This design comes from an exercise in tuning for small area and a short achievable clock period on the open sky130 flow, not from production work. The RTL was checked by simulation tests, not by an equivalence proof against the original design.

==> try-indigo <==
Design am_modem, start of the top module:
module am_modem(
    input wire clk_pin,
    input wire reset_pin,
    input wire [15:0] carrier,
    input wire [15:0] tone_a,
    input wire [15:0] tone_b,
    output wire [31:0] am_mod,
    output wire [15:0] demod
);
export LEC_CHECK = 0
export ABC_AREA = 1
export CAP_MARGIN = 20
export CORE_MARGIN = 2
export CORE_UTILIZATION = 70
export CTS_CLUSTER_DIAMETER = 150
export CTS_CLUSTER_SIZE = 24
export SLEW_MARGIN = 20
export SYNTH_HIERARCHICAL = 1
create_clock -name core_clock -period 60.0 [get_ports {clk_pin}]
standard.sh (not shown) runs the stock make flow with config.mk's settings and CLKGATE_MAP_FILE= SYNTH_SCRIPT=/design/flow/synth_recipe.tcl, a recipe that flattens the netlist after the stock synthesis.
==> flow/flow/run.sh <==
#!/bin/bash
# Layout flow: the standard flow (standard.sh) with these changes:
#  - synthesis is synth_recipe.tcl with ORFS's synth.tcl replaced by a copy in which the final
#    ABC mapping of the top module uses flow/top.abc (ABC's area-recovering map without the
#    buffering and gate sizing steps; the layout's own repair sizes and buffers later); the
#    adder modules are mapped with the standard script. Registers and their names are unchanged.
#  - Yosys's generic synth skips its internal ABC pass (SYNTH_ARGS=-noabc), so the full-adder
#    extraction sees the adders as written.
#  - ports are buffered with buf_2 cells instead of the default clkdlybuf4s50_1.
# Each step's output goes to its own log here; ORFS keeps each tool's log under orfs/logs/.
set -uo pipefail
WORK="$(pwd)"
python3 - "$FLOW_HOME/scripts/synth.tcl" "$WORK/flow/top.abc" "$WORK/synth_mod.tcl" <<'PY' > prep.log 2>&1 || exit 1
import sys
src, abc, out = sys.argv[1:4]
s = open(src).read()
old = "  log_cmd abc {*}$abc_args\n"
assert s.count(old) == 1
new = ("  set top_args $abc_args\n"
       "  lset top_args [expr {[lsearch -exact $top_args -script] + 1}] " + abc + "\n"
       "  log_cmd abc {*}$top_args $::env(DESIGN_NAME)\n"
       "  log_cmd abc {*}$abc_args {*_add}\n")
open(out, "w").write(s.replace(old, new))
print("wrote", out)
PY
python3 - "$WORK/synth_recipe.tcl" "$WORK/synth_mod.tcl" "$WORK/synth_own.tcl" <<'PY' >> prep.log 2>&1 || exit 1
import sys
src, mod, out = sys.argv[1:4]
s = open(src).read()
old = "source $::env(SCRIPTS_DIR)/synth.tcl"
assert s.count(old) == 1
open(out, "w").write(s.replace(old, "source " + mod))
print("wrote", out)
PY
bash standard.sh SYNTH_ARGS=-noabc "BUFFER_PORTS_ARGS=-buffer_cell sky130_fd_sc_hd__buf_2" \
    "SYNTH_SCRIPT=$WORK/synth_own.tcl" finish > standard.log 2>&1
status=$?
tail -n 20 standard.log
exit $status
==> flow/flow/top.abc <==
strash
dch -f
map -B 0.9
topo
stime -c
==> try-harbor: changes against try-indigo <==
==> flow/flow/run.sh (replaced) <==
#!/bin/bash
# Layout flow: the standard flow (standard.sh) with two changes:
#  - Yosys's generic synth skips its internal ABC pass (SYNTH_ARGS=-noabc), so the full-adder
#    extraction sees the adders as written; registers and their names are unchanged.
#  - ports are buffered with buf_2 cells instead of the default clkdlybuf4s50_1.
# The make output goes to standard.log; ORFS keeps each tool's log under orfs/logs/.
set -uo pipefail
bash standard.sh SYNTH_ARGS=-noabc "BUFFER_PORTS_ARGS=-buffer_cell sky130_fd_sc_hd__buf_2" finish > standard.log 2>&1
status=$?
tail -n 20 standard.log
exit $status
Settings changed: CORE_UTILIZATION 70 to 80.
removed: flow/flow/top.abc
==> try-delta: changes against try-indigo <==
--- a/flow/flow/run.sh
+++ b/flow/flow/run.sh
@@ -7,3 +7,4 @@
 #  - Yosys's generic synth skips its internal ABC pass (SYNTH_ARGS=-noabc), so the full-adder
-#    extraction sees the adders as written.
+#    extraction sees the adders as written; only full adders are extracted (half adders are left
+#    to ABC, which merges them into the surrounding logic).
 #  - ports are buffered with buf_2 cells instead of the default clkdlybuf4s50_1.
@@ -22,3 +23,7 @@
        "  log_cmd abc {*}$abc_args {*_add}\n")
-open(out, "w").write(s.replace(old, new))
+s = s.replace(old, new)
+old = "  extract_fa {*}[dont_use_extract_fa_args]"
+assert s.count(old) == 1
+s = s.replace(old, "  extract_fa -fa")
+open(out, "w").write(s)
 print("wrote", out)
==> flow/flow/top.abc (replaced) <==
strash
dch
map -B 0.9
topo
stime -c
==> comparison table <==
|  | try-delta | try-indigo | try-harbor |
|---|---|---|---|
| Outcome | no timing/DRC/antenna violations | no timing/DRC/antenna violations | no timing/DRC/antenna violations |
| Drt pass-1 iters | 7 | 6 | 9 |
| Total met3 wirelength after detailed routing | 2850 microns | 2520 microns | 3670 microns |
| Number of vias in the routed layout | 26600 | 24400 | 25300 |
| Number of fill cells in the layout | 3465 | 3125 | 2293 |
| Normalized max-slew margin | 0.327 | 0.362 | 0.362 |
| Met3 routing resource usage after global routing | 0.0258 | 0.0213 | 0.0385 |
| Max layer used | met4 | met4 | met5 |
| Setup WS pre-CTS | 42.99 ns | 42.69 ns | 43.00 ns |
| Hold path startpoint | lp[0] | lp[30] | lp[30] |
| Post-synthesis instance total | 4287 | 3751 | 3808 |

## port drivers added, routing unchanged
The flow's constraints put no driver on any port. The routed layouts listed below were extracted and timed again, unchanged, in two steps. Step 1, drivers: a clkbuf_16 drives clk_pin and a buf_2 each remaining input, both assumed. Step 2 times the ports against the registers' clock, not the clock port: input delays grow and output delays shrink by t, the midpoint of the rising clock arrivals with the driver on. a / b / c = no drivers / after step 1 / after step 2; a / b = the first two.
run	t, ns	slack for setup (ns)	hold slack, ns	worst setup path after step 2	clock arrival spread, ns
try-indigo	0.561	42.172 / 42.114 / 42.675	0.612 / 0.612 / 0.612	register to output	0.042 / 0.042
try-harbor	0.561	42.351 / 42.296 / 42.857	0.616 / 0.616 / 0.616	register to output	0.065 / 0.064
try-delta	0.560	42.435 / 42.376 / 42.937	0.578 / 0.578 / 0.578	register to output	0.031 / 0.031
After both steps every run listed still meets setup and hold.
